Background: an optimization exercise with open tools, aiming at small area, a short achievable clock period and few clock cycles. Do not read the settings as production practice. Only the layout flow was run in this run; the RTL was not checked for function there.

File: design/flow/run.sh
#!/bin/bash
# synth_recipe.tcl (not shown) runs the flow's synth.tcl, then flattens the netlist and writes it again
# the make line also repeats each setting of config.mk as NAME=value (left out here)
make -C /OpenROAD-flow-scripts/flow DESIGN_CONFIG=/design/flow/config.mk WORK_HOME=/design/flow/orfs CLKGATE_MAP_FILE= SYNTH_SCRIPT=/design/flow/synth_recipe.tcl finish
File: design/flow/config.mk
export PLATFORM = sky130hd
export DESIGN_NAME = LearningMachine
export DESIGN_NICKNAME = LearningMachine
export VERILOG_FILES = /design/flow/design.v
export SDC_FILE = /design/flow/constraint.sdc
export NUM_CORES = 4
export LEC_CHECK = 0
export ABC_CLOCK_PERIOD_IN_PS = 5000
export CAP_MARGIN = 20
export CORE_MARGIN = 2
export CORE_UTILIZATION = 40
export SETUP_SLACK_MARGIN = 5
export SLEW_MARGIN = 20
File: design/flow/constraint.sdc
create_clock -name core_clock -period 12.0 [get_ports {clk}]
set_input_delay 2.4000 -clock core_clock [delete_from_list [all_inputs] [get_ports {clk}]]
set_output_delay 2.4000 -clock core_clock [all_outputs]
set_load 0.01 [all_outputs]
File: design/flow/design.v
`timescale 1ns/1ns
module Controller(input clk, rst, start, compare, flag, output InitYin, InitW1, InitW2, InitB, InitFlag, InitAlpha, LdX1, LdX2, LdT, Select2, LdYin, LdFlag, LdAlphaT, LdW1, LdW2, LdB,ReadEn,Ready, output [1:0] Select1, Sel1, Sel2);
	reg initYin, initW1, initW2, initB, initFlag, initAlpha, ldX1, ldX2, ldT, select2, ldYin, ldFlag, ldAlphaT, ldW1, ldW2, ldB;
	reg [1:0] select1, sel1, sel2;
	reg [3:0] ns, ps;
	reg ldCnt, cntDown;
	reg readEn, ready;
	wire co;
	reg [7:0] Cout;
	always@(ps, start, co, compare, flag)begin
		ns = 4'b0;
		case(ps)
			4'b0000: begin
				ns = (start)? 4'b0001 : 4'b0000;
			  end
			4'b0001: begin
				ns = 4'b0010;
				end
			4'b0010: begin
				ns = 4'b0011;
				end
			4'b0011: begin
				ns = 4'b0100;
				end
			4'b0100: begin
				ns = 4'b0101;
				end
			4'b0101: begin
				ns = compare ? 4'b0110 : 4'b1010;
				end
			4'b0110: begin
				ns = 4'b0111;
				end
			4'b0111: begin
				ns = 4'b1000;
				end
			4'b1000: begin
				ns = 4'b1001;
				end
			4'b1001: begin
				ns = 4'b1010;
				end
			4'b1010: begin
				ns = (co == 0) ? 4'b0010 : 
				     (flag == 1) ? 4'b1011 : 
				     (flag == 0) ? 4'b0000 : 4'b1010;
				end
			4'b1011: begin
			  ns = 4'b0010;
			  end
			default: ns = 4'b0000;
		endcase
	end
	always@(ps)begin
		{initYin, initW1, initW2, initB, initFlag, ldCnt, initAlpha, ldX1, ldX2, ldT, cntDown, select2, ldYin, ldFlag, ldAlphaT, ldW1, ldW2, ldB} = 18'b0;
		readEn = 1'b0;
		ready = 1'b0;
		select1 = 2'b0;
		sel1 = 2'b0;
		sel2 = 2'b0;
		case(ps)
			4'b0000: begin
				ready = 1;
			  end
			4'b0001: begin
				initW1 = 1;
				initW2 = 1;
				initB = 1;
				initYin = 1;
				ldCnt = 1;
				initAlpha = 1;
				end
			4'b0010: begin
				ldX1 = 1;
				ldX2 = 1;
				ldT = 1;
				cntDown = 1;
				readEn = 1;
				end
			4'b0011: begin
				sel1 = 2'b00;
				sel2 = 2'b01;
				select1 = 2'b01;
				select2 = 1;
				ldYin = 1;
				end
			4'b0100: begin
				sel1 = 2'b01;
				sel2 = 2'b10;
				select1 = 2'b00;
				select2 = 1;
				ldYin = 1;
				end
			4'b0101: begin
				end
			4'b0110: begin
				sel1 = 2'b10;
				sel2 = 2'b0;
				ldAlphaT = 1;
				ldFlag = 1;
				end
			4'b0111: begin
				sel1 = 2'b11;
				sel2 = 2'b01;
				select2 = 1;
				select1 = 2'b10;
				ldW1 = 1;
				end
			4'b1000: begin
				sel1 = 2'b11;
				sel2 = 2'b10;
				select2 = 1;
				select1 = 2'b11;
				ldW2 = 1;
				end
			4'b1001: begin
				select2 = 0;
				select1 = 2'b01;
				ldB = 1;
				end
			4'b1010: begin
				end
			4'b1011: begin
			  ldCnt = 1;
			  initFlag = 1;
			  end
		endcase
	end
	always@(posedge clk,posedge rst)begin
		if(rst) ps <= 4'b0000;
		else ps <= ns;
	end
	always@(posedge clk, posedge rst)begin
	  if(rst)
	    Cout = 8'b11001000;
	  else begin
	    if(ldCnt) Cout <= 8'b11001000;
	    else if(cntDown) Cout <= Cout - 1;
	  end
  end
  assign co = ~|{Cout};
  assign InitYin = initYin;
  assign InitW1 = initW1;
  assign InitW2 = initW2;
  assign InitB = initB;
  assign InitFlag = initFlag;
  assign LdCnt = ldCnt;
  assign InitAlpha = initAlpha;
  assign LdX1 = ldX1;
  assign LdX2 = ldX2;
  assign LdT = ldT;
  assign CntDown = cntDown;
  assign Select1 = select1;
  assign Select2 = select2;
  assign LdYin = ldYin;
  assign LdFlag = ldFlag;
  assign LdAlphaT = ldAlphaT;
  assign LdW1 = ldW1;
  assign LdW2 = ldW2;
  assign LdB = ldB;
  assign Sel1 = sel1;
  assign Sel2 = sel2;
  assign ReadEn = readEn;
  assign Ready = ready;
endmodule
`timescale 1ns/1ns
module FlagReg(input clk,rst,loadData,initVal, output out);
  reg outData;
  assign out = outData;
  always@(posedge clk, posedge rst)begin
    if(rst) outData <= 1'b0;
    else
    begin
      if(initVal) outData <= 1'b0;
      else
    begin
    if (loadData) outData <= 1'b1;
    else outData <= outData;
    end
  end
  end
endmodule
`timescale 1ns/1ns
module Reg2bit(input clk,rst,loadData,initVal, input [1:0] inData, output[1:0] out);
  reg [1:0] outData;
  assign out = outData;
  always@(posedge clk, posedge rst)begin
    if(rst) outData <= 2'b0;
    else
    begin
      if(initVal) outData <= 2'b0;
      else
    begin
    if (loadData) outData <= inData;
    else outData <= outData;
    end
  end
  end
endmodule
`timescale 1ns/1ns
module Reg3bit(input clk,rst,loadData,initVal, input [2:0] inData, output[2:0] out);
  reg [2:0] outData;
  assign out = outData;
  always@(posedge clk, posedge rst)begin
    if(rst) outData <= 3'b0;
    else
    begin
      if(initVal) outData <= 3'b0;
      else
    begin
    if (loadData) outData <= inData;
    else outData <= outData;
    end
  end
  end
endmodule
`timescale 1ns/1ns
module Reg7bit(input clk,rst,loadData,initVal, input [6:0] inData, output[6:0] out);
  reg [6:0] outData;
  assign out = outData;
  always@(posedge clk, posedge rst)begin
    if(rst) outData <= 7'b0;
    else
    begin
      if(initVal) outData <= 7'b0;
      else
    begin
    if (loadData) outData <= inData;
    else outData <= outData;
    end
  end
  end
endmodule
`timescale 1ns/1ns
module Reg14bit(input clk,rst,loadData,initVal, input [13:0] inData, output[13:0] out);
  reg [13:0] outData;
  assign out = outData;
  always@(posedge clk, posedge rst)begin
    if(rst) outData <= 14'b0;
    else
    begin
      if(initVal) outData <= 14'b0;
      else
    begin
    if (loadData) outData <= inData;
    else outData <= outData;
    end
  end
  end
endmodule
`timescale 1ns/1ns
module Mux2to1(input select, input [13:0]in1,in2, output [13:0]MuxOut);
  assign MuxOut = ~select ? in1 : in2;
endmodule
`timescale 1ns/1ns
module Mux4to1(input [1:0]select, input [13:0]in1,in2,in3,in4, output [13:0]MuxOut);
  assign MuxOut = select==2'b00 ? in1 :
          select==2'b01 ? in2 :
          select==2'b10 ? in3 :
          select==2'b11 ? in4 : 14'bz;
endmodule
`timescale 1ns/1ns
module adder( input [13:0] op1, op2, output [13:0] result );
  assign result = op1 + op2;
endmodule
`timescale 1ns/1ns
module multiplier( input [13:0] op1, op2, output [13:0] result );
  wire [27:0] w;
  wire signed [13:0] operand1,operand2;
  assign operand1 = op1;
  assign operand2 = op2;
  assign w = operand1 * operand2;
  assign result = w[21:8];
endmodule
`timescale 1ns/1ns
module DataPath(input clk,rst, input [6:0] x1Data,x2Data, input [1:0] tData, input InitYin, InitW1, InitW2, InitB, InitFlag, InitAlpha, LdX1, LdX2, LdT, Select2, LdYin, LdFlag, LdAlphaT, LdW1, LdW2, LdB, input [1:0]  Select1, Sel1, Sel2, output compare, flag, output[1:0] signYin, output[13:0] w1,w2,b,Yin);
  wire [6:0] x1,x2;
  wire [1:0] t;
  wire [2:0] alpha,alphaT;
  wire [13:0] AddOut,MultOut,MultOp1,MultOp2,AddOp1,AddOp2;
  wire [13:0] castedT,castedAlphaT,castedAlpha,castedX1,castedX2;
  assign castedT = t[1] ? {4'b1111, t, 8'b0}: {4'b0, t, 8'b0};
  assign castedAlphaT = alphaT[2] ? {5'b11111, alphaT, 6'b0}: {5'b0, alphaT, 6'b0};
  assign castedAlpha = alpha[2] ? {5'b11111, alpha, 6'b0}: {5'b0, alpha, 6'b0};
  assign castedX1 = x1[6] ? {3'b111, x1, 4'b0}: {3'b0, x1, 4'b0};
  assign castedX2 = x2[6] ? {3'b111, x2, 4'b0}: {3'b0, x2, 4'b0};
  FlagReg FLAG(clk,rst,LdFlag,InitFlag, flag);
  Reg2bit T(clk,rst,LdT,1'b0,tData,t);
  Reg3bit ALPHA(clk,rst,InitAlpha,1'b0,3'b011, alpha);
  Reg3bit ALPHAT(clk,rst,LdAlphaT,1'b0,MultOut[8:6], alphaT);
  Reg7bit X1(clk,rst,LdX1,1'b0,x1Data, x1);
  Reg7bit X2(clk,rst,LdX2,1'b0,x2Data, x2);
  Reg14bit W1(clk,rst,LdW1,InitW1,AddOut, w1);
  Reg14bit W2(clk,rst,LdW2,InitW2,AddOut, w2);
  Reg14bit B (clk,rst,LdB,InitB,AddOut, b);
  Reg14bit YIN (clk,rst,LdYin,InitYin,AddOut, Yin);
  Mux4to1 MULTOP1(Sel1,w1,w2,castedT,castedAlphaT, MultOp1);
  Mux4to1 MULTOP2(Sel2,castedAlpha,castedX1,castedX2,14'b0, MultOp2);
  Mux4to1 ADDOP1(Select1,Yin,b,w1,w2, AddOp1);
  Mux2to1 ADDOP2(Select2,castedAlphaT,MultOut, AddOp2);
  multiplier MULTIPLIER(MultOp1,MultOp2, MultOut);
  adder ADDER(AddOp1,AddOp2, AddOut);
  assign compare = (Yin == 14'b0) ? 1 : (Yin[13] ^ t[1]);
  assign signYin = Yin[13] ? 2'b11 : 2'b01;  
endmodule
`timescale 1ns/1ns
module LearningMachine(input clk,rst, start, input [6:0] x1Data,x2Data, input [1:0] tData, output[1:0] signYin, output[13:0] w1,w2,b,Yin,output ReadEn, Ready);
  reg busy, rdEn, valid;
  reg xlast, flag;
  reg [7:0] cnt;
  reg [6:0] x1, x2;
  reg [3:0] o1, o2;      
  reg [2:0] tw1, tw2;    
  reg t;
  reg [11:0] u1, u2;
  reg [7:0] v;
  reg [13:0] yReg;
  wire [13:0] ya, yb;
  wire [11:0] u1n, u2n;
  wire n1;
  wire n2;
  wire n3;
  wire n4;
  wire n5;
  wire n6;
  wire n7;
  wire n8;
  wire n9;
  wire n10;
  wire n11;
  wire n12;
  wire n13;
  wire n14;
  wire n15;
  wire n16;
  wire n17;
  wire n18;
  wire n19;
  wire n20;
  wire n21;
  wire n22;
  wire n23;
  wire n24;
  wire n25;
  wire n26;
  wire n27;
  wire n28;
  wire n29;
  wire n30;
  wire n31;
  wire n32;
  wire n33;
  wire n34;
  wire n35;
  wire n36;
  wire n37;
  wire n38;
  wire n39;
  wire n40;
  wire n41;
  wire n42;
  wire n43;
  wire n44;
  wire n45;
  wire n46;
  wire n47;
  wire n48;
  wire n49;
  wire s50;
  wire c51;
  wire s52;
  wire c53;
  wire n54;
  wire n55;
  wire n56;
  wire n57;
  wire n58;
  wire n59;
  wire n60;
  wire n61;
  wire n62;
  wire n63;
  wire n64;
  wire n65;
  wire n66;
  wire n67;
  wire n68;
  wire n69;
  wire n70;
  wire n71;
  wire n72;
  wire n73;
  wire n74;
  wire n75;
  wire n76;
  wire n77;
  wire n78;
  wire n79;
  wire n80;
  wire n81;
  wire n82;
  wire n83;
  wire n84;
  wire n85;
  wire n86;
  wire n87;
  wire n88;
  wire n89;
  wire n90;
  wire n91;
  wire n92;
  wire n93;
  wire n94;
  wire n95;
  wire n96;
  wire n97;
  wire n98;
  wire n99;
  wire n100;
  wire n101;
  wire s102;
  wire c103;
  wire s104;
  wire c105;
  wire s106;
  wire c107;
  wire s108;
  wire c109;
  wire s110;
  wire c111;
  wire s112;
  wire c113;
  wire s114;
  wire c115;
  wire s116;
  wire c117;
  wire s118;
  wire c119;
  wire s120;
  wire c121;
  wire s122;
  wire c123;
  wire s124;
  wire c125;
  wire s126;
  wire c127;
  wire s128;
  wire c129;
  wire s130;
  wire c131;
  wire s132;
  wire c133;
  wire s134;
  wire c135;
  wire s136;
  wire c137;
  wire s138;
  wire c139;
  wire s140;
  wire c141;
  wire s142;
  wire c143;
  wire s144;
  wire c145;
  wire s146;
  wire c147;
  wire s148;
  wire c149;
  wire s150;
  wire c151;
  wire s152;
  wire c153;
  wire s154;
  wire c155;
  wire s156;
  wire c157;
  wire s158;
  wire c159;
  wire s160;
  wire c161;
  wire s162;
  wire c163;
  wire s164;
  wire c165;
  wire s166;
  wire c167;
  wire s168;
  wire c169;
  wire s170;
  wire c171;
  wire s172;
  wire c173;
  wire s174;
  wire c175;
  wire s176;
  wire c177;
  wire s178;
  wire c179;
  wire s180;
  wire c181;
  wire s182;
  wire c183;
  wire s184;
  wire c185;
  wire s186;
  wire c187;
  wire s188;
  wire c189;
  wire s190;
  wire c191;
  wire s192;
  wire c193;
  wire s194;
  wire c195;
  wire s196;
  wire c197;
  wire s198;
  wire c199;
  wire s200;
  wire c201;
  wire s202;
  wire c203;
  wire s204;
  wire c205;
  wire s206;
  wire c207;
  wire s208;
  wire c209;
  wire s210;
  wire c211;
  wire s212;
  wire c213;
  wire s214;
  wire c215;
  wire s216;
  wire c217;
  wire s218;
  wire c219;
  wire s220;
  wire c221;
  wire s222;
  wire c223;
  wire s224;
  wire c225;
  wire s226;
  wire c227;
  wire s228;
  wire c229;
  wire s230;
  wire c231;
  wire s232;
  wire c233;
  wire s234;
  wire c235;
  wire s236;
  wire c237;
  wire s238;
  wire c239;
  wire s240;
  wire c241;
  wire s242;
  wire c243;
  wire s244;
  wire c245;
  wire s246;
  wire c247;
  wire s248;
  wire c249;
  wire s250;
  wire c251;
  wire s252;
  wire c253;
  wire s254;
  wire c255;
  wire s256;
  wire c257;
  wire s258;
  wire c259;
  wire s260;
  wire c261;
  wire s262;
  wire c263;
  wire s264;
  wire c265;
  wire s266;
  wire c267;
  wire s268;
  wire c269;
  wire s270;
  wire c271;
  wire s272;
  wire c273;
  wire n274;
  wire n275;
  wire n276;
  wire n277;
  wire n278;
  wire n279;
  wire n280;
  wire n281;
  wire n282;
  wire n283;
  wire n284;
  wire n285;
  wire s286;
  wire c287;
  wire s288;
  wire c289;
  wire s290;
  wire c291;
  wire s292;
  wire c293;
  wire s294;
  wire c295;
  wire s296;
  wire c297;
  wire s298;
  wire c299;
  wire s300;
  wire c301;
  wire s302;
  wire c303;
  wire s304;
  wire c305;
  wire s306;
  wire c307;
  wire s308;
  wire c309;
  wire s310;
  wire c311;
  wire s312;
  wire c313;
  wire s314;
  wire c315;
  wire s316;
  wire c317;
  wire s318;
  wire c319;
  wire s320;
  wire c321;
  wire s322;
  wire c323;
  wire s324;
  wire c325;
  wire s326;
  wire c327;
  wire s328;
  wire c329;
  wire s330;
  wire c331;
  wire n332;
  wire n333;
  wire n334;
  wire n335;
  wire n336;
  wire n337;
  wire n338;
  wire n339;
  wire n340;
  wire n341;
  wire n342;
  wire n343;
  wire s344;
  wire c345;
  wire s346;
  wire c347;
  wire s348;
  wire c349;
  wire s350;
  wire c351;
  wire s352;
  wire c353;
  wire s354;
  wire c355;
  wire s356;
  wire c357;
  wire s358;
  wire c359;
  wire s360;
  wire c361;
  wire s362;
  wire c363;
  wire s364;
  wire c365;
  wire s366;
  wire c367;
  wire s368;
  wire c369;
  wire s370;
  wire c371;
  wire s372;
  wire c373;
  wire s374;
  wire c375;
  wire s376;
  wire c377;
  wire s378;
  wire c379;
  wire s380;
  wire c381;
  wire s382;
  wire c383;
  wire s384;
  wire c385;
  wire s386;
  wire c387;
  wire s388;
  wire c389;
  assign n1 = ((o1[0] & u1[0])) ^ x1[1];
  assign n2 = ((o1[0] & u1[1]) | (tw1[0] & u1[0])) ^ x1[1];
  assign n3 = ((o1[0] & u1[2]) | (tw1[0] & u1[1])) ^ x1[1];
  assign n4 = ((o1[0] & u1[3]) | (tw1[0] & u1[2])) ^ x1[1];
  assign n5 = ((o1[0] & u1[4]) | (tw1[0] & u1[3])) ^ x1[1];
  assign n6 = ((o1[0] & u1[5]) | (tw1[0] & u1[4])) ^ x1[1];
  assign n7 = ((o1[0] & u1[6]) | (tw1[0] & u1[5])) ^ x1[1];
  assign n8 = ((o1[0] & u1[7]) | (tw1[0] & u1[6])) ^ x1[1];
  assign n9 = ((o1[0] & u1[8]) | (tw1[0] & u1[7])) ^ x1[1];
  assign n10 = ((o1[0] & u1[9]) | (tw1[0] & u1[8])) ^ x1[1];
  assign n11 = ((o1[0] & u1[10]) | (tw1[0] & u1[9])) ^ x1[1];
  assign n12 = ((o1[0] & u1[11]) | (tw1[0] & u1[10])) ^ x1[1];
  assign n13 = ~(((o1[0] & u1[11]) | (tw1[0] & u1[11])) ^ x1[1]);
  assign n14 = ((o1[1] & u1[0])) ^ x1[3];
  assign n15 = ((o1[1] & u1[1]) | (tw1[1] & u1[0])) ^ x1[3];
  assign n16 = ((o1[1] & u1[2]) | (tw1[1] & u1[1])) ^ x1[3];
  assign n17 = ((o1[1] & u1[3]) | (tw1[1] & u1[2])) ^ x1[3];
  assign n18 = ((o1[1] & u1[4]) | (tw1[1] & u1[3])) ^ x1[3];
  assign n19 = ((o1[1] & u1[5]) | (tw1[1] & u1[4])) ^ x1[3];
  assign n20 = ((o1[1] & u1[6]) | (tw1[1] & u1[5])) ^ x1[3];
  assign n21 = ((o1[1] & u1[7]) | (tw1[1] & u1[6])) ^ x1[3];
  assign n22 = ((o1[1] & u1[8]) | (tw1[1] & u1[7])) ^ x1[3];
  assign n23 = ((o1[1] & u1[9]) | (tw1[1] & u1[8])) ^ x1[3];
  assign n24 = ((o1[1] & u1[10]) | (tw1[1] & u1[9])) ^ x1[3];
  assign n25 = ((o1[1] & u1[11]) | (tw1[1] & u1[10])) ^ x1[3];
  assign n26 = ~(((o1[1] & u1[11]) | (tw1[1] & u1[11])) ^ x1[3]);
  assign n27 = ((o1[2] & u1[0])) ^ x1[5];
  assign n28 = ((o1[2] & u1[1]) | (tw1[2] & u1[0])) ^ x1[5];
  assign n29 = ((o1[2] & u1[2]) | (tw1[2] & u1[1])) ^ x1[5];
  assign n30 = ((o1[2] & u1[3]) | (tw1[2] & u1[2])) ^ x1[5];
  assign n31 = ((o1[2] & u1[4]) | (tw1[2] & u1[3])) ^ x1[5];
  assign n32 = ((o1[2] & u1[5]) | (tw1[2] & u1[4])) ^ x1[5];
  assign n33 = ((o1[2] & u1[6]) | (tw1[2] & u1[5])) ^ x1[5];
  assign n34 = ((o1[2] & u1[7]) | (tw1[2] & u1[6])) ^ x1[5];
  assign n35 = ((o1[2] & u1[8]) | (tw1[2] & u1[7])) ^ x1[5];
  assign n36 = ((o1[2] & u1[9]) | (tw1[2] & u1[8])) ^ x1[5];
  assign n37 = ((o1[2] & u1[10]) | (tw1[2] & u1[9])) ^ x1[5];
  assign n38 = ((o1[2] & u1[11]) | (tw1[2] & u1[10])) ^ x1[5];
  assign n39 = (o1[3] & u1[0]);
  assign n40 = x1[6] & ~((o1[3] & u1[0]));
  assign n41 = ((o1[3] & u1[1])) ^ x1[6];
  assign n42 = ((o1[3] & u1[2])) ^ x1[6];
  assign n43 = ((o1[3] & u1[3])) ^ x1[6];
  assign n44 = ((o1[3] & u1[4])) ^ x1[6];
  assign n45 = ((o1[3] & u1[5])) ^ x1[6];
  assign n46 = ((o1[3] & u1[6])) ^ x1[6];
  assign n47 = ((o1[3] & u1[7])) ^ x1[6];
  assign n48 = ((o1[3] & u1[8])) ^ x1[6];
  assign n49 = ((o1[3] & u1[9])) ^ x1[6];
  assign s50 = n1 ^ x1[1];
  assign c51 = n1 & x1[1];
  assign s52 = n2 ^ c51;
  assign c53 = n2 & c51;
  assign n54 = ((o2[0] & u2[0])) ^ x2[1];
  assign n55 = ((o2[0] & u2[1]) | (tw2[0] & u2[0])) ^ x2[1];
  assign n56 = ((o2[0] & u2[2]) | (tw2[0] & u2[1])) ^ x2[1];
  assign n57 = ((o2[0] & u2[3]) | (tw2[0] & u2[2])) ^ x2[1];
  assign n58 = ((o2[0] & u2[4]) | (tw2[0] & u2[3])) ^ x2[1];
  assign n59 = ((o2[0] & u2[5]) | (tw2[0] & u2[4])) ^ x2[1];
  assign n60 = ((o2[0] & u2[6]) | (tw2[0] & u2[5])) ^ x2[1];
  assign n61 = ((o2[0] & u2[7]) | (tw2[0] & u2[6])) ^ x2[1];
  assign n62 = ((o2[0] & u2[8]) | (tw2[0] & u2[7])) ^ x2[1];
  assign n63 = ((o2[0] & u2[9]) | (tw2[0] & u2[8])) ^ x2[1];
  assign n64 = ((o2[0] & u2[10]) | (tw2[0] & u2[9])) ^ x2[1];
  assign n65 = ((o2[0] & u2[11]) | (tw2[0] & u2[10])) ^ x2[1];
  assign n66 = ~(((o2[0] & u2[11]) | (tw2[0] & u2[11])) ^ x2[1]);
  assign n67 = ((o2[1] & u2[0])) ^ x2[3];
  assign n68 = ((o2[1] & u2[1]) | (tw2[1] & u2[0])) ^ x2[3];
  assign n69 = ((o2[1] & u2[2]) | (tw2[1] & u2[1])) ^ x2[3];
  assign n70 = ((o2[1] & u2[3]) | (tw2[1] & u2[2])) ^ x2[3];
  assign n71 = ((o2[1] & u2[4]) | (tw2[1] & u2[3])) ^ x2[3];
  assign n72 = ((o2[1] & u2[5]) | (tw2[1] & u2[4])) ^ x2[3];
  assign n73 = ((o2[1] & u2[6]) | (tw2[1] & u2[5])) ^ x2[3];
  assign n74 = ((o2[1] & u2[7]) | (tw2[1] & u2[6])) ^ x2[3];
  assign n75 = ((o2[1] & u2[8]) | (tw2[1] & u2[7])) ^ x2[3];
  assign n76 = ((o2[1] & u2[9]) | (tw2[1] & u2[8])) ^ x2[3];
  assign n77 = ((o2[1] & u2[10]) | (tw2[1] & u2[9])) ^ x2[3];
  assign n78 = ((o2[1] & u2[11]) | (tw2[1] & u2[10])) ^ x2[3];
  assign n79 = ~(((o2[1] & u2[11]) | (tw2[1] & u2[11])) ^ x2[3]);
  assign n80 = ((o2[2] & u2[0])) ^ x2[5];
  assign n81 = ((o2[2] & u2[1]) | (tw2[2] & u2[0])) ^ x2[5];
  assign n82 = ((o2[2] & u2[2]) | (tw2[2] & u2[1])) ^ x2[5];
  assign n83 = ((o2[2] & u2[3]) | (tw2[2] & u2[2])) ^ x2[5];
  assign n84 = ((o2[2] & u2[4]) | (tw2[2] & u2[3])) ^ x2[5];
  assign n85 = ((o2[2] & u2[5]) | (tw2[2] & u2[4])) ^ x2[5];
  assign n86 = ((o2[2] & u2[6]) | (tw2[2] & u2[5])) ^ x2[5];
  assign n87 = ((o2[2] & u2[7]) | (tw2[2] & u2[6])) ^ x2[5];
  assign n88 = ((o2[2] & u2[8]) | (tw2[2] & u2[7])) ^ x2[5];
  assign n89 = ((o2[2] & u2[9]) | (tw2[2] & u2[8])) ^ x2[5];
  assign n90 = ((o2[2] & u2[10]) | (tw2[2] & u2[9])) ^ x2[5];
  assign n91 = ((o2[2] & u2[11]) | (tw2[2] & u2[10])) ^ x2[5];
  assign n92 = ((o2[3] & u2[0])) ^ x2[6];
  assign n93 = ((o2[3] & u2[1])) ^ x2[6];
  assign n94 = ((o2[3] & u2[2])) ^ x2[6];
  assign n95 = ((o2[3] & u2[3])) ^ x2[6];
  assign n96 = ((o2[3] & u2[4])) ^ x2[6];
  assign n97 = ((o2[3] & u2[5])) ^ x2[6];
  assign n98 = ((o2[3] & u2[6])) ^ x2[6];
  assign n99 = ((o2[3] & u2[7])) ^ x2[6];
  assign n100 = ((o2[3] & u2[8])) ^ x2[6];
  assign n101 = ((o2[3] & u2[9])) ^ x2[6];
  assign s102 = n54 ^ x2[1];
  assign c103 = n54 & x2[1];
  assign s104 = n55 ^ c103;
  assign c105 = n55 & c103;
  assign s106 = n3 ^ n14 ^ x1[3];
  assign c107 = (n3 & n14) | (n3 & x1[3]) | (n14 & x1[3]);
  assign s108 = n5 ^ n16 ^ n27;
  assign c109 = (n5 & n16) | (n5 & n27) | (n16 & n27);
  assign s110 = n6 ^ n17;
  assign c111 = n6 & n17;
  assign s112 = n7 ^ n18 ^ n29;
  assign c113 = (n7 & n18) | (n7 & n29) | (n18 & n29);
  assign s114 = n39 ^ n60 ^ n71;
  assign c115 = (n39 & n60) | (n39 & n71) | (n60 & n71);
  assign s116 = n8 ^ n19 ^ n30;
  assign c117 = (n8 & n19) | (n8 & n30) | (n19 & n30);
  assign s118 = n40 ^ n41 ^ n61;
  assign c119 = (n40 & n41) | (n40 & n61) | (n41 & n61);
  assign s120 = n72 ^ n83;
  assign c121 = n72 & n83;
  assign s122 = n9 ^ n20 ^ n31;
  assign c123 = (n9 & n20) | (n9 & n31) | (n20 & n31);
  assign s124 = n42 ^ n62 ^ n73;
  assign c125 = (n42 & n62) | (n42 & n73) | (n62 & n73);
  assign s126 = n84 ^ n94 ^ v[0];
  assign c127 = (n84 & n94) | (n84 & v[0]) | (n94 & v[0]);
  assign s128 = n10 ^ n21 ^ n32;
  assign c129 = (n10 & n21) | (n10 & n32) | (n21 & n32);
  assign s130 = n43 ^ n63 ^ n74;
  assign c131 = (n43 & n63) | (n43 & n74) | (n63 & n74);
  assign s132 = n85 ^ n95 ^ v[1];
  assign c133 = (n85 & n95) | (n85 & v[1]) | (n95 & v[1]);
  assign s134 = n11 ^ n22 ^ n33;
  assign c135 = (n11 & n22) | (n11 & n33) | (n22 & n33);
  assign s136 = n44 ^ n64 ^ n75;
  assign c137 = (n44 & n64) | (n44 & n75) | (n64 & n75);
  assign s138 = n86 ^ n96 ^ v[2];
  assign c139 = (n86 & n96) | (n86 & v[2]) | (n96 & v[2]);
  assign s140 = n12 ^ n23 ^ n34;
  assign c141 = (n12 & n23) | (n12 & n34) | (n23 & n34);
  assign s142 = n45 ^ n65 ^ n76;
  assign c143 = (n45 & n65) | (n45 & n76) | (n65 & n76);
  assign s144 = n87 ^ n97 ^ v[3];
  assign c145 = (n87 & n97) | (n87 & v[3]) | (n97 & v[3]);
  assign s146 = n13 ^ n24 ^ n35;
  assign c147 = (n13 & n24) | (n13 & n35) | (n24 & n35);
  assign s148 = n46 ^ n66 ^ n77;
  assign c149 = (n46 & n66) | (n46 & n77) | (n66 & n77);
  assign s150 = n88 ^ n98 ^ v[4];
  assign c151 = (n88 & n98) | (n88 & v[4]) | (n98 & v[4]);
  assign s152 = n25 ^ n36 ^ n47;
  assign c153 = (n25 & n36) | (n25 & n47) | (n36 & n47);
  assign s154 = n78 ^ n89 ^ n99;
  assign c155 = (n78 & n89) | (n78 & n99) | (n89 & n99);
  assign s156 = v[5] ^ 1'b1;
  assign c157 = v[5] & 1'b1;
  assign s158 = n26 ^ n37 ^ n48;
  assign c159 = (n26 & n37) | (n26 & n48) | (n37 & n48);
  assign s160 = n79 ^ n90 ^ n100;
  assign c161 = (n79 & n90) | (n79 & n100) | (n90 & n100);
  assign s162 = v[6] ^ 1'b1;
  assign c163 = v[6] & 1'b1;
  assign s164 = n38 ^ n49 ^ n91;
  assign c165 = (n38 & n49) | (n38 & n91) | (n49 & n91);
  assign s166 = s106 ^ c53 ^ n56;
  assign c167 = (s106 & c53) | (s106 & n56) | (c53 & n56);
  assign s168 = c107 ^ n4 ^ n15;
  assign c169 = (c107 & n4) | (c107 & n15) | (n4 & n15);
  assign s170 = s108 ^ x1[5] ^ n58;
  assign c171 = (s108 & x1[5]) | (s108 & n58) | (x1[5] & n58);
  assign s172 = n69 ^ n80;
  assign c173 = n69 & n80;
  assign s174 = c109 ^ s110 ^ n28;
  assign c175 = (c109 & s110) | (c109 & n28) | (s110 & n28);
  assign s176 = n59 ^ n70 ^ n81;
  assign c177 = (n59 & n70) | (n59 & n81) | (n70 & n81);
  assign s178 = c111 ^ s112 ^ s114;
  assign c179 = (c111 & s112) | (c111 & s114) | (s112 & s114);
  assign s180 = n82 ^ n92 ^ x2[6];
  assign c181 = (n82 & n92) | (n82 & x2[6]) | (n92 & x2[6]);
  assign s182 = c113 ^ c115 ^ s116;
  assign c183 = (c113 & c115) | (c113 & s116) | (c115 & s116);
  assign s184 = s118 ^ s120 ^ n93;
  assign c185 = (s118 & s120) | (s118 & n93) | (s120 & n93);
  assign s186 = c117 ^ c119 ^ c121;
  assign c187 = (c117 & c119) | (c117 & c121) | (c119 & c121);
  assign s188 = s122 ^ s124 ^ s126;
  assign c189 = (s122 & s124) | (s122 & s126) | (s124 & s126);
  assign s190 = c123 ^ c125 ^ c127;
  assign c191 = (c123 & c125) | (c123 & c127) | (c125 & c127);
  assign s192 = s128 ^ s130 ^ s132;
  assign c193 = (s128 & s130) | (s128 & s132) | (s130 & s132);
  assign s194 = c129 ^ c131 ^ c133;
  assign c195 = (c129 & c131) | (c129 & c133) | (c131 & c133);
  assign s196 = s134 ^ s136 ^ s138;
  assign c197 = (s134 & s136) | (s134 & s138) | (s136 & s138);
  assign s198 = c135 ^ c137 ^ c139;
  assign c199 = (c135 & c137) | (c135 & c139) | (c137 & c139);
  assign s200 = s140 ^ s142 ^ s144;
  assign c201 = (s140 & s142) | (s140 & s144) | (s142 & s144);
  assign s202 = c141 ^ c143 ^ c145;
  assign c203 = (c141 & c143) | (c141 & c145) | (c143 & c145);
  assign s204 = s146 ^ s148 ^ s150;
  assign c205 = (s146 & s148) | (s146 & s150) | (s148 & s150);
  assign s206 = c147 ^ c149 ^ c151;
  assign c207 = (c147 & c149) | (c147 & c151) | (c149 & c151);
  assign s208 = s152 ^ s154 ^ s156;
  assign c209 = (s152 & s154) | (s152 & s156) | (s154 & s156);
  assign s210 = c153 ^ c155 ^ c157;
  assign c211 = (c153 & c155) | (c153 & c157) | (c155 & c157);
  assign s212 = s158 ^ s160 ^ s162;
  assign c213 = (s158 & s160) | (s158 & s162) | (s160 & s162);
  assign s214 = c159 ^ c161 ^ c163;
  assign c215 = (c159 & c161) | (c159 & c163) | (c161 & c163);
  assign s216 = s164 ^ n101 ^ v[7];
  assign c217 = (s164 & n101) | (s164 & v[7]) | (n101 & v[7]);
  assign s218 = s166 ^ n67;
  assign c219 = s166 & n67;
  assign s220 = c167 ^ s168 ^ n57;
  assign c221 = (c167 & s168) | (c167 & n57) | (s168 & n57);
  assign s222 = c169 ^ s170 ^ s172;
  assign c223 = (c169 & s170) | (c169 & s172) | (s170 & s172);
  assign s224 = c171 ^ c173 ^ s174;
  assign c225 = (c171 & c173) | (c171 & s174) | (c173 & s174);
  assign s226 = c175 ^ c177 ^ s178;
  assign c227 = (c175 & c177) | (c175 & s178) | (c177 & s178);
  assign s228 = c179 ^ c181 ^ s182;
  assign c229 = (c179 & c181) | (c179 & s182) | (c181 & s182);
  assign s230 = c183 ^ c185 ^ s186;
  assign c231 = (c183 & c185) | (c183 & s186) | (c185 & s186);
  assign s232 = c187 ^ c189 ^ s190;
  assign c233 = (c187 & c189) | (c187 & s190) | (c189 & s190);
  assign s234 = c191 ^ c193 ^ s194;
  assign c235 = (c191 & c193) | (c191 & s194) | (c193 & s194);
  assign s236 = c195 ^ c197 ^ s198;
  assign c237 = (c195 & c197) | (c195 & s198) | (c197 & s198);
  assign s238 = c199 ^ c201 ^ s202;
  assign c239 = (c199 & c201) | (c199 & s202) | (c201 & s202);
  assign s240 = c203 ^ c205 ^ s206;
  assign c241 = (c203 & c205) | (c203 & s206) | (c205 & s206);
  assign s242 = c207 ^ c209 ^ s210;
  assign c243 = (c207 & c209) | (c207 & s210) | (c209 & s210);
  assign s244 = c211 ^ c213 ^ s214;
  assign c245 = (c211 & c213) | (c211 & s214) | (c213 & s214);
  assign s246 = s218 ^ x2[3];
  assign c247 = s218 & x2[3];
  assign s248 = c219 ^ s220 ^ n68;
  assign c249 = (c219 & s220) | (c219 & n68) | (s220 & n68);
  assign s250 = c221 ^ s222 ^ x2[5];
  assign c251 = (c221 & s222) | (c221 & x2[5]) | (s222 & x2[5]);
  assign s252 = c223 ^ s224 ^ s176;
  assign c253 = (c223 & s224) | (c223 & s176) | (s224 & s176);
  assign s254 = c225 ^ s226 ^ s180;
  assign c255 = (c225 & s226) | (c225 & s180) | (s226 & s180);
  assign s256 = c227 ^ s228 ^ s184;
  assign c257 = (c227 & s228) | (c227 & s184) | (s228 & s184);
  assign s258 = c229 ^ s230 ^ s188;
  assign c259 = (c229 & s230) | (c229 & s188) | (s230 & s188);
  assign s260 = c231 ^ s232 ^ s192;
  assign c261 = (c231 & s232) | (c231 & s192) | (s232 & s192);
  assign s262 = c233 ^ s234 ^ s196;
  assign c263 = (c233 & s234) | (c233 & s196) | (s234 & s196);
  assign s264 = c235 ^ s236 ^ s200;
  assign c265 = (c235 & s236) | (c235 & s200) | (s236 & s200);
  assign s266 = c237 ^ s238 ^ s204;
  assign c267 = (c237 & s238) | (c237 & s204) | (s238 & s204);
  assign s268 = c239 ^ s240 ^ s208;
  assign c269 = (c239 & s240) | (c239 & s208) | (s240 & s208);
  assign s270 = c241 ^ s242 ^ s212;
  assign c271 = (c241 & s242) | (c241 & s212) | (s242 & s212);
  assign s272 = c243 ^ s244 ^ s216;
  assign c273 = (c243 & s244) | (c243 & s216) | (s244 & s216);
  assign ya = {c271, c269, c267, c265, c263, c261, c259, c257, c255, c253, c251, c249, c247, s246};
  assign yb = {s272, s270, s268, s266, s264, s262, s260, s258, s256, s254, s252, s250, s248, c105};
  assign n274 = x1[0] ^ t;
  assign n275 = x1[1] ^ t;
  assign n276 = x1[2] ^ t;
  assign n277 = x1[3] ^ t;
  assign n278 = x1[4] ^ t;
  assign n279 = x1[5] ^ t;
  assign n280 = x1[6] ^ t;
  assign n281 = x1[6] ^ t;
  assign n282 = x1[6] ^ t;
  assign n283 = x1[6] ^ t;
  assign n284 = x1[6] ^ t;
  assign n285 = x1[6] ^ t;
  assign s286 = u1[1] ^ n275;
  assign c287 = u1[1] & n275;
  assign s288 = u1[2] ^ n276;
  assign c289 = u1[2] & n276;
  assign s290 = u1[3] ^ n277;
  assign c291 = u1[3] & n277;
  assign s292 = u1[4] ^ n278;
  assign c293 = u1[4] & n278;
  assign s294 = u1[5] ^ n279;
  assign c295 = u1[5] & n279;
  assign s296 = u1[6] ^ n280;
  assign c297 = u1[6] & n280;
  assign s298 = u1[7] ^ n281;
  assign c299 = u1[7] & n281;
  assign s300 = u1[8] ^ n282;
  assign c301 = u1[8] & n282;
  assign s302 = u1[9] ^ n283;
  assign c303 = u1[9] & n283;
  assign s304 = u1[10] ^ n284;
  assign c305 = u1[10] & n284;
  assign s306 = u1[11] ^ n285;
  assign c307 = u1[11] & n285;
  assign s308 = u1[0] ^ n274;
  assign c309 = u1[0] & n274;
  assign s310 = s286 ^ n274 ^ t;
  assign c311 = (s286 & n274) | (s286 & t) | (n274 & t);
  assign s312 = c287 ^ s288 ^ n275;
  assign c313 = (c287 & s288) | (c287 & n275) | (s288 & n275);
  assign s314 = c289 ^ s290 ^ n276;
  assign c315 = (c289 & s290) | (c289 & n276) | (s290 & n276);
  assign s316 = c291 ^ s292 ^ n277;
  assign c317 = (c291 & s292) | (c291 & n277) | (s292 & n277);
  assign s318 = c293 ^ s294 ^ n278;
  assign c319 = (c293 & s294) | (c293 & n278) | (s294 & n278);
  assign s320 = c295 ^ s296 ^ n279;
  assign c321 = (c295 & s296) | (c295 & n279) | (s296 & n279);
  assign s322 = c297 ^ s298 ^ n280;
  assign c323 = (c297 & s298) | (c297 & n280) | (s298 & n280);
  assign s324 = c299 ^ s300 ^ n281;
  assign c325 = (c299 & s300) | (c299 & n281) | (s300 & n281);
  assign s326 = c301 ^ s302 ^ n282;
  assign c327 = (c301 & s302) | (c301 & n282) | (s302 & n282);
  assign s328 = c303 ^ s304 ^ n283;
  assign c329 = (c303 & s304) | (c303 & n283) | (s304 & n283);
  assign s330 = c305 ^ s306 ^ n284;
  assign c331 = (c305 & s306) | (c305 & n284) | (s306 & n284);
  assign u1n = {c329, c327, c325, c323, c321, c319, c317, c315, c313, c311, c309, s308} + {s330, s328, s326, s324, s322, s320, s318, s316, s314, s312, s310, t};
  assign n332 = x2[0] ^ t;
  assign n333 = x2[1] ^ t;
  assign n334 = x2[2] ^ t;
  assign n335 = x2[3] ^ t;
  assign n336 = x2[4] ^ t;
  assign n337 = x2[5] ^ t;
  assign n338 = x2[6] ^ t;
  assign n339 = x2[6] ^ t;
  assign n340 = x2[6] ^ t;
  assign n341 = x2[6] ^ t;
  assign n342 = x2[6] ^ t;
  assign n343 = x2[6] ^ t;
  assign s344 = u2[1] ^ n333;
  assign c345 = u2[1] & n333;
  assign s346 = u2[2] ^ n334;
  assign c347 = u2[2] & n334;
  assign s348 = u2[3] ^ n335;
  assign c349 = u2[3] & n335;
  assign s350 = u2[4] ^ n336;
  assign c351 = u2[4] & n336;
  assign s352 = u2[5] ^ n337;
  assign c353 = u2[5] & n337;
  assign s354 = u2[6] ^ n338;
  assign c355 = u2[6] & n338;
  assign s356 = u2[7] ^ n339;
  assign c357 = u2[7] & n339;
  assign s358 = u2[8] ^ n340;
  assign c359 = u2[8] & n340;
  assign s360 = u2[9] ^ n341;
  assign c361 = u2[9] & n341;
  assign s362 = u2[10] ^ n342;
  assign c363 = u2[10] & n342;
  assign s364 = u2[11] ^ n343;
  assign c365 = u2[11] & n343;
  assign s366 = u2[0] ^ n332;
  assign c367 = u2[0] & n332;
  assign s368 = s344 ^ n332 ^ t;
  assign c369 = (s344 & n332) | (s344 & t) | (n332 & t);
  assign s370 = c345 ^ s346 ^ n333;
  assign c371 = (c345 & s346) | (c345 & n333) | (s346 & n333);
  assign s372 = c347 ^ s348 ^ n334;
  assign c373 = (c347 & s348) | (c347 & n334) | (s348 & n334);
  assign s374 = c349 ^ s350 ^ n335;
  assign c375 = (c349 & s350) | (c349 & n335) | (s350 & n335);
  assign s376 = c351 ^ s352 ^ n336;
  assign c377 = (c351 & s352) | (c351 & n336) | (s352 & n336);
  assign s378 = c353 ^ s354 ^ n337;
  assign c379 = (c353 & s354) | (c353 & n337) | (s354 & n337);
  assign s380 = c355 ^ s356 ^ n338;
  assign c381 = (c355 & s356) | (c355 & n338) | (s356 & n338);
  assign s382 = c357 ^ s358 ^ n339;
  assign c383 = (c357 & s358) | (c357 & n339) | (s358 & n339);
  assign s384 = c359 ^ s360 ^ n340;
  assign c385 = (c359 & s360) | (c359 & n340) | (s360 & n340);
  assign s386 = c361 ^ s362 ^ n341;
  assign c387 = (c361 & s362) | (c361 & n341) | (s362 & n341);
  assign s388 = c363 ^ s364 ^ n342;
  assign c389 = (c363 & s364) | (c363 & n342) | (s364 & n342);
  assign u2n = {c387, c385, c383, c381, c379, c377, c375, c373, c371, c369, c367, s366} + {s388, s386, s384, s382, s380, s378, s376, s374, s372, s370, s368, t};
  wire [13:0] y = ya + yb;
  wire [13:0] zx = ya ^ yb ^ {ya[12:0] | yb[12:0], 1'b0};
  wire yzero = ~|zx;
  wire mis = yzero | (y[13] ^ t);
  wire upd = valid & mis;
  wire [7:0] vn = t ? v - 8'd3 : v + 8'd3;
  wire last = (cnt == 8'd199);
  function [6:0] booth(input [6:0] x);
    reg [8:0] e;
    integer i;
    begin
      e = {x[6], x, 1'b0};
      for (i = 0; i < 4; i = i + 1)
        booth[i] = e[2*i+1] ^ e[2*i];
      for (i = 0; i < 3; i = i + 1)
        booth[4+i] = (e[2*i+2] & ~e[2*i+1] & ~e[2*i]) | (~e[2*i+2] & e[2*i+1] & e[2*i]);
    end
  endfunction
  wire [6:0] bd1 = booth(x1Data);
  wire [6:0] bd2 = booth(x2Data);
  always @(posedge clk) begin
    x1 <= x1Data; x2 <= x2Data; t <= tData[1];
    o1 <= bd1[3:0]; tw1 <= bd1[6:4];
    o2 <= bd2[3:0]; tw2 <= bd2[6:4];
  end
  always @(posedge clk) begin
    if (!busy) begin
      xlast <= 1'b0; flag <= 1'b0; cnt <= 8'd0;
    end else begin
      if (rdEn) begin
        xlast <= last;
        cnt <= last ? 8'd0 : cnt + 8'd1;
      end
      if (rdEn && last) flag <= 1'b0;
      else if (upd && !xlast) flag <= 1'b1;
    end
  end
  always @(posedge clk, posedge rst) begin
    if (rst) begin
      busy <= 1'b0; rdEn <= 1'b0; valid <= 1'b0;
      u1 <= 12'd0; u2 <= 12'd0; v <= 8'd0; yReg <= 14'd0;
    end else begin
      if (valid) yReg <= y;
      if (!busy) begin
        if (start) begin
          busy <= 1'b1; rdEn <= 1'b1; valid <= 1'b0;
          u1 <= 12'd0; u2 <= 12'd0; v <= 8'd0;
        end
      end else begin
        valid <= rdEn;
        if (upd) begin
          u1 <= u1n; u2 <= u2n; v <= vn;
        end
        if (rdEn && last) begin
          rdEn <= flag | upd;
        end else if (!rdEn && xlast && valid) begin
          rdEn <= mis;
          busy <= mis;
        end
      end
    end
  end
  assign w1 = {u1, 2'b00};
  assign w2 = {u2, 2'b00};
  assign b = {v, 6'b0};
  assign Yin = yReg;
  assign signYin = {yReg[13], 1'b1};
  assign ReadEn = rdEn;
  assign Ready = ~busy;
endmodule
==> notes.md <==
-- flip-flops by register name (all words and copies together) (netlist names) --
name and count:
x1 6, flag 1, xlast 1, rdEn 1, u2 12, busy 1, u1 12, tw1 3
o2 4, yReg 14, x2 6, tw2 3, v 8, t 1, valid 1, cnt 8
o1 4
-- layout by cell type (no fill, tap or decap), types with 3 or more instances in the layout --
cell type / count
inv_1: 120
nor2b_1: 12
and3_1: 3
a21o_1: 18
nand4_1: 5
mux2i_1: 4
o21ai_0: 25
conb_1: 11
dfrtp_1: 49
and2_1: 3
clkbuf_16: 10
xor2_1: 72
o31ai_1: 15
a31oi_1: 3
a211o_1: 3
fa_1: 74
nor3_1: 7
ha_1: 92
nand2_1: 66
nor2_1: 28
xnor2_1: 138
o41ai_1: 4
mux2_2: 20
a22oi_1: 65
o21ai_1: 3
nand3b_1: 6
clkdlybuf4s50_1: 66
o21a_1: 7
nand2b_1: 12
o22ai_1: 3
a22o_1: 8
a21oi_1: 36
buf_4: 4
dfxtp_1: 37
nand3_1: 6
or2_2: 6
-- layout make-up --
class | count | area, um^2 | area share, %
Multi-Input combinational cell | 781 | 7047 | 64.90
Clock buffer | 12 | 267.8 | 2.466
Clock inverter | 4 | 26.28 | 0.2420
Inverter | 121 | 454.2 | 4.183
Tap cell | 324 | 405.4 | 3.734
Sequential cell | 86 | 1967 | 18.11
Timing Repair Buffer | 70 | 690.7 | 6.361
-- cell families after synthesis --
| group | after synthesis |
|---|---|
| other | 2 |
| AOI/OAI and AO/OA | 203 |
| adders and majority gates | 166 |
| and+or+nand+nor | 162 |
| muxes | 26 |
| buffers and inverters | 197 |
| xor gates and xnor gates | 213 |
| DFF | 86 |
-- how the worst min path moves through the flow --
stage	startpoint	end	slack, ps	cells past startpoint
floorplan	flag	flag	450	2
global placement	cnt[1]	cnt[1]	470	2
detailed placement	cnt[1]	cnt[1]	480	2
CTS	cnt[1]	cnt[1]	490	2
global route	yReg[5]	yReg[5]	520	1
finish	cnt[1]	cnt[1]	490	2
-- worst reg2reg max path, stage by stage, from the launching register on --
cell and delay, ps:
dfxtp_1 720, a22oi_1 210, xor2_1 200, fa_1 560, inv_1 80, fa_1 510
inv_1 60, fa_1 480, fa_1 520, inv_1 50, ha_1 370, o21ai_1 120
o21ai_1 210, a21oi_1 150, a211o_1 330, a31oi_1 350, mux2i_2 380, a21oi_4 80
buf_4 280, o41ai_1 430
-- metal layers --
metal,up-vias,track usage [%],routed length [um],share of wire (%)
li1,3480,-,-,-
met1,3391,24.87,10530,47
met2,163,30.86,10500,46
met3,18,3.512,1226,5.4
met4,0,4.545,365,1.6
met5,-,0,0,0
==> impl_metrics.csv <==
group,metric,value,unit
yosys,synth_top_family_by_area,"adder cells",
yosys,synth_common_cells,"138 x xnor2_1, 121 x inv_1, 92 x ha_1, 74 x fa_1, 73 x xor2_1",
layout,drive_above_1_share,5.121,%
worst_setup_path,crit_path_max_fanout,45,
floorplanning,dieArea,25730,um^2
layout,post-route-util,44.91,%
status,status,"finished clean",
yosys,ys_seq_elements,86,
detailed_routing,drt_iter0_drc,360,
worst_setup_path,reg2reg_slack,5790,ps
yosys,synthAdderAreaFrac,26.91,%
clock_network,ctsHoldBuffers,0,
detailed_routing,avgViaCountPerCell,5.044,
clock_network,clkTransAtPathRegs,70,ps
layout,antenna_cells,0,
yosys,synth_most_common_cell,"xnor2_1",
placement,dpl.hpwl,17.53,mm
detailed_routing,totalWireLength,22.61,mm
yosys,async_flop_share,56.98,%
yosys,synth_edf_count,0,
yosys,synth_xor_xnor_area_share,19.28,%
detailed_routing,num_vias,7052,
yosys,synth.avg_cell_area,9.274,um^2
sta,tightestPinTransition,1059,ps
sta,fin_crit_sh,51.78,%
yosys,synth_top_flop_cell,"dfrtp_1",
sta,clock.fmax,160.9,MHz
yosys,yosysUniqueCellTypes,57,
worst_setup_path,worstPathArrival,6450,ps
worst_setup_path,reg2reg_depth,19,
clock_network,clockRootBuffer,"clkbuf_16",
clock_network,tritoncts,"yes",
sta,setup_ws,5786,ps
detailed_routing,wl_per_cell,16.17,um
global_routing,grt_max_degree,50,
worst_setup_path,path_cells,"a22oi_1 -> xor2_1 -> fa_1 -> inv_1 -> fa_1 -> inv_1 -> fa_1 -> fa_1 -> inv_1 -> ha_1 -> o21ai_1 -> o21ai_1 -> a21oi_1 -> a211o_1 -> a31oi_1 -> mux2i_2 -> a21oi_4 -> buf_4 -> o41ai_1",
layout,fin_nets,1254,
sta,finalCriticalPeriod,6214,ps
worst_setup_path,path_depth,19,
worst_setup_path,critPathKind,"register to register",
detailed_routing,drc,0,
global_routing,grt_pass1_wl,37.93,mm
clock_network,clkSinkCount,86,
clock_network,ctsHtreeMaxLevel,3,
floorplanning,chipWidth,160.4,um
placement,postPlaceCellArea,10560,um^2
sta,holdWs,486.3,ps
yosys,synthesis.area,9784,um^2
floorplanning,ioPinCount,79,
layout,stdcell_count,1398,
floorplanning,start_util,40.47,%
layout,syn_to_final_growth,10.97,%
global_routing,grtUsageTotal,18.51,%
sta,tns,0,ps
global_routing,antenna_found_initial,0,
sta,fin_skew,10.88,ps
worst_setup_path,cpMostUsedCell,"fa_1",
detailed_routing,ant_nets,0,
sta,final-setup-viol-count,0,
placement,gp_congestion,0.8575,
sta,rsz0062_at_grt,"no",
sta,finalHoldViolCount,0,
placement,dp_slack,5796,ps
worst_setup_path,cp-startpoint,"o1[0]",
sta,relSlewSlack,29.17,%
worst_setup_path,critPathBufInv,4,
yosys,muxShareOfSynthArea,3.005,%
placement,io_buffers,66,
yosys,yosysTopAreaCellShare,15.14,%
floorplanning,core_area,24180,um^2
yosys,synthCells,1055,
yosys,synth-simple-area-share,8.031,%
placement,dp.cells,1382,
clock_network,postCtsResizedCells,0,
global_routing,gr-total-overflow,0,
detailed_routing,dr.pass1.iters,5,
worst_hold_path,hold_class,"register to register",
layout,final_area,10860,um^2
clock_network,cts_setup_buffers,0,
yosys,synth-warning-count,2,
worst_setup_path,rr_startpoint,"o1[0]",
worst_setup_path,cp-end-kind,"register",
clock_network,clockBufferDepth,2,
yosys,synth_top_area_cell,"fa_1",
worst_setup_path,r2r-end,"u2[2]",
floorplanning,die_h,160.4,um
global_routing,grt_pass1_vias,7297,
yosys,yosys-top-cells-area,"fa_1 15%, dfrtp_1 13%, xnor2_1 12%",
run,drv_cap,0,
yosys,synth_compound_area_share,14.30,%
worst_setup_path,crit_required,12230,ps
sta,finalMaxSlewViolations,0,
worst_setup_path,start_kind,"register",
yosys,ys_seq_area_share,20.10,%
worst_setup_path,cp_top_family,"adder cells",
clock_network,numCtsBuffers,9,
floorplanning,core.rowCount,57,
clock_network,clk_latency,360,ps
worst_setup_path,cpPeakStageDelay,720,ps
worst_setup_path,slowest_stage,"dfxtp_1",
worst_setup_path,endpoint,"u2[2]",
layout,nFillCells,2339,

-- static timing again, ports no longer ideal --
How much do the figures lean on ideal ports? The routed layout below was timed once more, with nothing changed but the port constraints.
Step 1 assumes that a clkbuf_16 drives the clock port and a buf_2 every other input.
Step 2 also shifts input and output timing later by t, the mid clock arrival at the registers, as if the neighbouring blocks saw the same clock.
a / b / c = ideal / step 1 / step 2; a / b = the first two.
t (ns): 0.398
slack for setup (ns): 5.786 / 5.786 / 5.786
clock arrival spread, ns: 0.011 / 0.011
cell pins on the clock port's net: 1
After both steps this run still meets setup and hold. For this run, drivers alone change the setup slack by 0.000 ns; drivers and shift together by 0.000 ns.
